What follows belongs to an exercise in optimizing a design on an open flow for small area and a short achievable clock period; a production flow would make more cautious choices.
At most, simulation tests tie the RTL to the original design; equivalence was not proved.

## epsilon
Design HarmonicMean, start of the top module:
module HarmonicMean (
    input wire clk,
    input wire reset,
    input wire [15:0] data1,
    input wire [15:0] data2,
    input wire [15:0] data3,
    input wire [15:0] data4,
    input wire data_valid1,
    input wire data_valid2,
    input wire data_valid3,
    input wire data_valid4,
    output wire [15:0] harmonic_mean,
    output reg data_ready
);
For scale: roughly 3,000 cells after synthesis, ~87 I/O pins.
export LEC_CHECK = 0
export ABC_AREA = 1
export CAP_MARGIN = 20
export CORE_MARGIN = 2
export CORE_UTILIZATION = 40
export SLEW_MARGIN = 20
create_clock -name core_clock -period 56.0 [get_ports {clk}]
standard.sh (not shown) runs the stock make flow with config.mk's settings and CLKGATE_MAP_FILE= SYNTH_SCRIPT=/design/flow/synth_recipe.tcl, a recipe that flattens the netlist after the stock synthesis.
==> flow/flow/run.sh <==
#!/bin/bash
# Standard synthesis, then full-adder polarity clean-up on its netlist, then the
# standard layout from that netlist. Each tool's output goes to its own log here.
set -euo pipefail
R=orfs/results/$FLOW_PLATFORM/HarmonicMean/base
bash standard.sh synth > synth.log 2>&1
cp $R/1_2_yosys.v 1_2_yosys.standard.v
python3 flow/fapol.py 1_2_yosys.standard.v $R/1_2_yosys.v > fapol.log 2>&1
bash standard.sh finish SETUP_SLACK_MARGIN=30 "BUFFER_PORTS_ARGS=-buffer_cell sky130_fd_sc_hd__buf_2" > layout.log 2>&1
Other scripts of this flow, unchanged in this note and not shown: flow/flow/fapol.py
The inputs of alpha differ from those of epsilon as listed below.
diff --git a/flow/flow/run.sh b/flow/flow/run.sh
--- a/flow/flow/run.sh
+++ b/flow/flow/run.sh
@@ -9 +9 @@
-bash standard.sh finish SETUP_SLACK_MARGIN=30 "BUFFER_PORTS_ARGS=-buffer_cell sky130_fd_sc_hd__buf_2" > layout.log 2>&1
+bash standard.sh finish SETUP_SLACK_MARGIN=32 "BUFFER_PORTS_ARGS=-buffer_cell sky130_fd_sc_hd__buf_2" > layout.log 2>&1
==> comparison <==
Of epsilon and alpha, epsilon shows the lower area added between synthesis and finish, with alpha above it. In the flow results for epsilon and alpha, the shortest period the worst path allows is smaller on alpha. Diff epsilon -> alpha: cell area rose by about 10%; global-route usage increased by 0.51 points relative to the old numbers.
No functional check of the RTL was part of any run of this note.

---

HarmonicMean, a different RTL version from the one above (not shown whole).
For scale: roughly 87 I/O pins, roughly 18000 um^2 of cells after synthesis.
==> flow/config.mk <==
export PLATFORM = sky130hd
export DESIGN_NAME = HarmonicMean
export DESIGN_NICKNAME = HarmonicMean
export VERILOG_FILES = /design/flow/design.v
export SDC_FILE = /design/flow/constraint.sdc
export NUM_CORES = 4
export LEC_CHECK = 0
export ABC_AREA = 1
export CAP_MARGIN = 70
export CORE_MARGIN = 2
export CORE_UTILIZATION = 60
export PLACE_DENSITY = 0.7
export SLEW_MARGIN = 70
==> flow/constraint.sdc <==
create_clock -name core_clock -period 56.0 [get_ports {clk}]
set_input_delay 11.2000 -clock core_clock [delete_from_list [all_inputs] [get_ports {clk}]]
set_output_delay 11.2000 -clock core_clock [all_outputs]
set_load 0.01 [all_outputs]
==> flow/flow/run.sh <==
#!/bin/bash
# Standard synthesis, then full-adder polarity clean-up on its netlist, then the
# standard layout from that netlist. Each tool's output goes to its own log here.
set -euo pipefail
R=orfs/results/$FLOW_PLATFORM/HarmonicMean/base
bash standard.sh synth > synth.log 2>&1
cp $R/1_2_yosys.v 1_2_yosys.standard.v
python3 flow/fapol.py 1_2_yosys.standard.v $R/1_2_yosys.v > fapol.log 2>&1
bash standard.sh finish SETUP_SLACK_MARGIN=26 "BUFFER_PORTS_ARGS=-buffer_cell sky130_fd_sc_hd__buf_2" > layout.log 2>&1
Other scripts of this flow, unchanged in this note and not shown: flow/flow/fapol.py
The baseline completed with no timing, DRC or antenna violations.
Change:
--- a/flow/flow/run.sh
+++ b/flow/flow/run.sh
@@ -9 +9 @@
-bash standard.sh finish SETUP_SLACK_MARGIN=26 "BUFFER_PORTS_ARGS=-buffer_cell sky130_fd_sc_hd__buf_2" > layout.log 2>&1
+bash standard.sh finish SETUP_SLACK_MARGIN=24 > layout.log 2>&1
Settings changed: CORE_UTILIZATION 60 to 40, PLACE_DENSITY 0.7 to not set.
=> The new run ran to the end with no violations; core utilization went down by 22 points; synthesized area stays the same; clock-buffer cell count went up by 1; sequential cell count does not change; non-clock buffer count went down by 8; worst setup slack degrades by 1.2 ns; wire length went up by 3.9%.
Change:
--- a/flow/flow/run.sh
+++ b/flow/flow/run.sh
@@ -9 +9 @@
-bash standard.sh finish SETUP_SLACK_MARGIN=24 > layout.log 2>&1
+bash standard.sh finish SETUP_SLACK_MARGIN=26 "BUFFER_PORTS_ARGS=-buffer_cell sky130_fd_sc_hd__buf_2" > layout.log 2>&1
Settings changed: CAP_MARGIN 70 to 20, CORE_UTILIZATION 40 to 70, PLACE_DENSITY set to 0.8, SLEW_MARGIN 70 to 20.
Result: Cell area went down by 1.3%. Cell count went down by 8.2%. Die area went down by 42%. Non-clock buffer count went up by 14. Via count went up by 5.0%. Wire length went down by 0.85%. Sequential share of layout area hardly moves. Clock skew does not change.
Change:
--- a/flow/flow/run.sh
+++ b/flow/flow/run.sh
@@ -9 +9 @@
-bash standard.sh finish SETUP_SLACK_MARGIN=26 "BUFFER_PORTS_ARGS=-buffer_cell sky130_fd_sc_hd__buf_2" > layout.log 2>&1
+bash standard.sh finish SETUP_SLACK_MARGIN=31 > layout.log 2>&1
Settings changed: CAP_MARGIN 20 to 70, CORE_UTILIZATION 70 to 40, PLACE_DENSITY 0.8 to not set, SLEW_MARGIN 20 to 70.
Hold slack gets better by 0.0046 ns. Via count climbs by 1.8%. Setup slack gets better by 1.5 ns. Critical path depth drops by 37. Synthesized cell count is unchanged.

---

## run 1
Starting RTL as in the previous note.
export LEC_CHECK = 0
export ABC_AREA = 1
export CAP_MARGIN = 70
export CORE_MARGIN = 2
export CORE_UTILIZATION = 40
export SLEW_MARGIN = 70
create_clock -name core_clock -period 56.0 [get_ports {clk}]
==> flow/flow/run.sh <==
#!/bin/bash
# Standard synthesis, then full-adder polarity clean-up on its netlist, then the
# standard layout from that netlist. Each tool's output goes to its own log here.
set -euo pipefail
R=orfs/results/$FLOW_PLATFORM/HarmonicMean/base
bash standard.sh synth > synth.log 2>&1
cp $R/1_2_yosys.v 1_2_yosys.standard.v
python3 flow/fapol.py 1_2_yosys.standard.v $R/1_2_yosys.v > fapol.log 2>&1
bash standard.sh finish SETUP_SLACK_MARGIN=26 "BUFFER_PORTS_ARGS=-buffer_cell sky130_fd_sc_hd__buf_2" > layout.log 2>&1
Other scripts of this flow, unchanged in this note and not shown: flow/flow/fapol.py
Input-level comparison between run 2 and run 1:
-- flow/flow/run.sh --
<<< run 1, line 9
bash standard.sh finish SETUP_SLACK_MARGIN=26 "BUFFER_PORTS_ARGS=-buffer_cell sky130_fd_sc_hd__buf_2" > layout.log 2>&1
>>> run 2, line 9
bash standard.sh finish > layout.log 2>&1
==> summary.txt <==
Relative to run 1, transition at the pin with the smallest max-transition slack has decreased by 0.087 ns in run 2.
Looking at register fraction of the total cell area, run 2 sits above run 1.
The final reports for run 2 and run 1 show number of buffers outside the clock class in the layout lower in the former.
Run 2 against run 1: critical path buffer and inverter count +8, fraction of area in multi-input gates +0.94 points, fmax has decreased.
### run 2 -> run 3
- a change of CAP_MARGIN from 70 to 20
- a change of SLEW_MARGIN from 70 to 20
-- flow/flow/run.sh --
<<< run 2, line 9
bash standard.sh finish > layout.log 2>&1
>>> run 3, line 9
bash standard.sh finish SETUP_SLACK_MARGIN=26 > layout.log 2>&1
--- outcome ---
From run 2 to run 3 the numbers moved as follows: number of multi-input logic gates went up by about 0.3%; setup slack went up by 2.64 ns; signal arrival time at the worst endpoint went up by 8.78 ns; initial antenna violation count was more or less identical. On global-route wire length before repair, run 3 and run 2 are basically level. Met2 layer usage reported by global route: run 2 vs run 3 — no meaningful difference.
The inputs of run 4 differ from those of run 3 as listed below.
- CTS_BUF_LIST: unset -> sky130_fd_sc_hd__clkbuf_4 sky130_fd_sc_hd__clkbuf_8
- PLACE_DENSITY: unset -> 0.7
- CORE_UTILIZATION: 40 -> 60
-- flow/flow/run.sh --
<<< run 3, line 9
bash standard.sh finish SETUP_SLACK_MARGIN=26 > layout.log 2>&1
>>> run 4, line 9
bash standard.sh finish SETUP_SLACK_MARGIN=26 "BUFFER_PORTS_ARGS=-buffer_cell sky130_fd_sc_hd__buf_2" > layout.log 2>&1
Notes after the runs:
Between run 3 and run 4, final critical-path share of the clock period increased.
Sort run 4 and run 3 by area taken by multi-input logic gates, ascending, and run 4 comes first.
Global route total overflow: run 3 vs run 4 identical
Summary of run 4 over run 3: worst path arrival time saw an increase, post-synthesis to final-layout area growth saw a decrease.
Modified inputs, run 5 compared to run 4
- PLACE_DENSITY removed (was 0.7)
- CORE_UTILIZATION changed from 60 to 40
- CTS_BUF_LIST removed (was sky130_fd_sc_hd__clkbuf_4 sky130_fd_sc_hd__clkbuf_8)
Results
Every run in the comparison, run 5 and run 4, completed the flow with a clean layout.
For vertical die dimension, dividing the value from run 4 by the value from run 5 gives 0.820.
Lower die area goes to run 4 over run 5.
On fmax, run 5 does better than run 4.
Between run 5 and run 4, the synthesized area does not differ in any meaningful way.
Against run 4, run 5 reports a post-placement cell area that is higher.
Lower cell count among run 5 and run 4: run 4
The final reports for run 5 and run 4 show transition time at the pin with the least slew margin lower in the former.
Standard-cell row count: run 5 > run 4
Run 5: final period utilization 0.60 points below run 4

---

HarmonicMean, a different RTL version from the one above (not shown whole).
Size in the first run: ~21000 sq um of cells after synthesis.
## HarmonicMean
module HarmonicMean (
    input wire clk,
    input wire reset,
    input wire [15:0] data1,
    input wire [15:0] data2,
    input wire [15:0] data3,
    input wire [15:0] data4,
    input wire data_valid1,
    input wire data_valid2,
    input wire data_valid3,
    input wire data_valid4,
    output wire [15:0] harmonic_mean,
    output reg data_ready
);
wire [15:0] p12, p34, hm_num, hm_den;
hm_mul16lo u_m12 (.a(data1), .b(data2), .p(p12));
hm_mul16lo u_m34 (.a(data3), .b(data4), .p(p34));
hm_mul16lo u_mn (.a(p12), .b(p34), .p(hm_num));
hm_sum4 u_sum (.a(data1), .b(data2), .c(data3), .d(data4), .s(hm_den));
wire all_valid = data_valid1 & data_valid2 & data_valid3 & data_valid4;
wire [15:12] qa;
wire [15:0] a_r15;
hm_divrow #(.I(15)) u_a_row15 (.r(hm_num), .d(hm_den), .q(qa[15]), .rn(a_r15));
wire [15:0] a_r14;
hm_divrow #(.I(14)) u_a_row14 (.r(a_r15), .d(hm_den), .q(qa[14]), .rn(a_r14));
wire [15:0] a_r13;
hm_divrow #(.I(13)) u_a_row13 (.r(a_r14), .d(hm_den), .q(qa[13]), .rn(a_r13));
wire [15:0] a_r12;
hm_divrow #(.I(12)) u_a_row12 (.r(a_r13), .d(hm_den), .q(qa[12]), .rn(a_r12));
reg [15:0] rem_q;
reg [15:0] den_q;
reg [15:12] qhi_q;
always @(posedge clk or posedge reset) begin
    if (reset) begin
        rem_q <= 16'd0;
        den_q <= 16'd1;
        qhi_q <= 0;
        data_ready <= 1'b0;
    end else begin
        if (all_valid) begin
            rem_q <= a_r12;
            den_q <= hm_den;
            qhi_q <= qa;
        end
        data_ready <= all_valid;
    end
end
wire [11:0] qb;
wire [17:0] d3b;
hm_times3 u_d3b (.d(den_q), .d3(d3b));
wire [15:0] b_r10;
hm_divpair10 u_b_pair10 (.r(rem_q), .d(den_q), .d3(d3b), .q1(qb[11]), .q0(qb[10]), .rn(b_r10));
wire [15:0] b_r8;
hm_divpair8 u_b_pair8 (.r(b_r10), .d(den_q), .d3(d3b), .q1(qb[9]), .q0(qb[8]), .rn(b_r8));
wire [15:0] b_r6;
  ...
==> flow/config.mk <==
export PLATFORM = sky130hd
export DESIGN_NAME = HarmonicMean
export DESIGN_NICKNAME = HarmonicMean
export VERILOG_FILES = /design/flow/design.v
export SDC_FILE = /design/flow/constraint.sdc
export NUM_CORES = 4
export LEC_CHECK = 0
export ABC_AREA = 1
export CAP_MARGIN = 20
export CORE_MARGIN = 2
export CORE_UTILIZATION = 40
export SLEW_MARGIN = 20
==> flow/constraint.sdc <==
create_clock -name core_clock -period 56.0 [get_ports {clk}]
set_input_delay 11.2000 -clock core_clock [delete_from_list [all_inputs] [get_ports {clk}]]
set_output_delay 11.2000 -clock core_clock [all_outputs]
set_load 0.01 [all_outputs]
==> flow/flow/run.sh <==
#!/bin/bash
# Standard synthesis, then full-adder polarity clean-up on its netlist, then the
# standard layout from that netlist. Each tool's output goes to its own log here.
set -euo pipefail
R=orfs/results/$FLOW_PLATFORM/HarmonicMean/base
bash standard.sh synth > synth.log 2>&1
cp $R/1_2_yosys.v 1_2_yosys.standard.v
python3 flow/fapol.py 1_2_yosys.standard.v $R/1_2_yosys.v > fapol.log 2>&1
bash standard.sh finish SETUP_SLACK_MARGIN=28 "BUFFER_PORTS_ARGS=-buffer_cell sky130_fd_sc_hd__buf_2" > layout.log 2>&1
Other scripts of this flow, unchanged in this note and not shown: flow/flow/fapol.py
Next try:
--- a/flow/flow/run.sh
+++ b/flow/flow/run.sh
@@ -7,3 +7,3 @@
 cp $R/1_2_yosys.v 1_2_yosys.standard.v
 python3 flow/fapol.py 1_2_yosys.standard.v $R/1_2_yosys.v > fapol.log 2>&1
-bash standard.sh finish SETUP_SLACK_MARGIN=28 "BUFFER_PORTS_ARGS=-buffer_cell sky130_fd_sc_hd__buf_2" > layout.log 2>&1
+bash standard.sh finish SETUP_SLACK_MARGIN=30 "BUFFER_PORTS_ARGS=-buffer_cell sky130_fd_sc_hd__buf_2" > layout.log 2>&1
Outcome:
- The new run passed the timing, DRC and antenna checks
- synthesized cell count does not change
- count of clock-buffer cells in the layout does not change
- worst hold slack gains 0.018 ns
No run of this note included a check of the RTL's function; only the layout flow was run.

-- port drivers added, routing unchanged --
In the flow no input, the clock included, has a driving cell. The finished layouts below were timed again as built, in two steps. Step 1 sets driving cells, clkbuf_16 on the clock port and buf_2 on the other inputs (assumed; they add their load-dependent delay and slew). Step 2 also shifts input and output timing later by t, the mid clock arrival at the registers, as if the neighbouring blocks saw the same clock. a / b / c = ideal / step 1 / step 2; a / b = the first two.
run | t (ns) | setup WS [ns] | worst register clock-pin slew, ns
epsilon | 0.324 | 31.447 / 31.400 / 31.724 | 0.06 / 0.06
alpha | 0.329 | 32.339 / 32.290 / 32.470 | 0.06 / 0.06
the first run of note 2 | 0.310 | 26.791 / 26.772 / 26.462 | 0.06 / 0.06
the second run of note 2 | 0.321 | 25.555 / 25.567 / 25.246 | 0.06 / 0.06
the third run of note 2 | 0.320 | 26.721 / 26.685 / 26.511 | 0.06 / 0.06
the fourth run of note 2 | 0.326 | 28.177 / 28.195 / 27.869 | 0.06 / 0.06
run 1 | 0.323 | 26.886 / 26.883 / 26.560 | 0.06 / 0.06
run 2 | 0.320 | 24.177 / 24.139 / 24.459 | 0.06 / 0.06
run 3 | 0.326 | 26.819 / 26.836 / 26.510 | 0.06 / 0.06
run 4 | 0.327 | 26.566 / 26.540 / 26.213 | 0.08 / 0.08
run 5 | 0.326 | 26.902 / 26.896 / 26.570 | 0.06 / 0.06
the first run of note 4 | 0.328 | 29.233 / 29.185 / 29.513 | 0.06 / 0.06
the second run of note 4 | 0.328 | 30.435 / 30.389 / 30.456 | 0.06 / 0.06
After both steps every run listed still meets setup and hold. For run 4, which loses most, drivers alone change the setup slack by -0.026 ns; drivers and shift together by -0.353 ns.
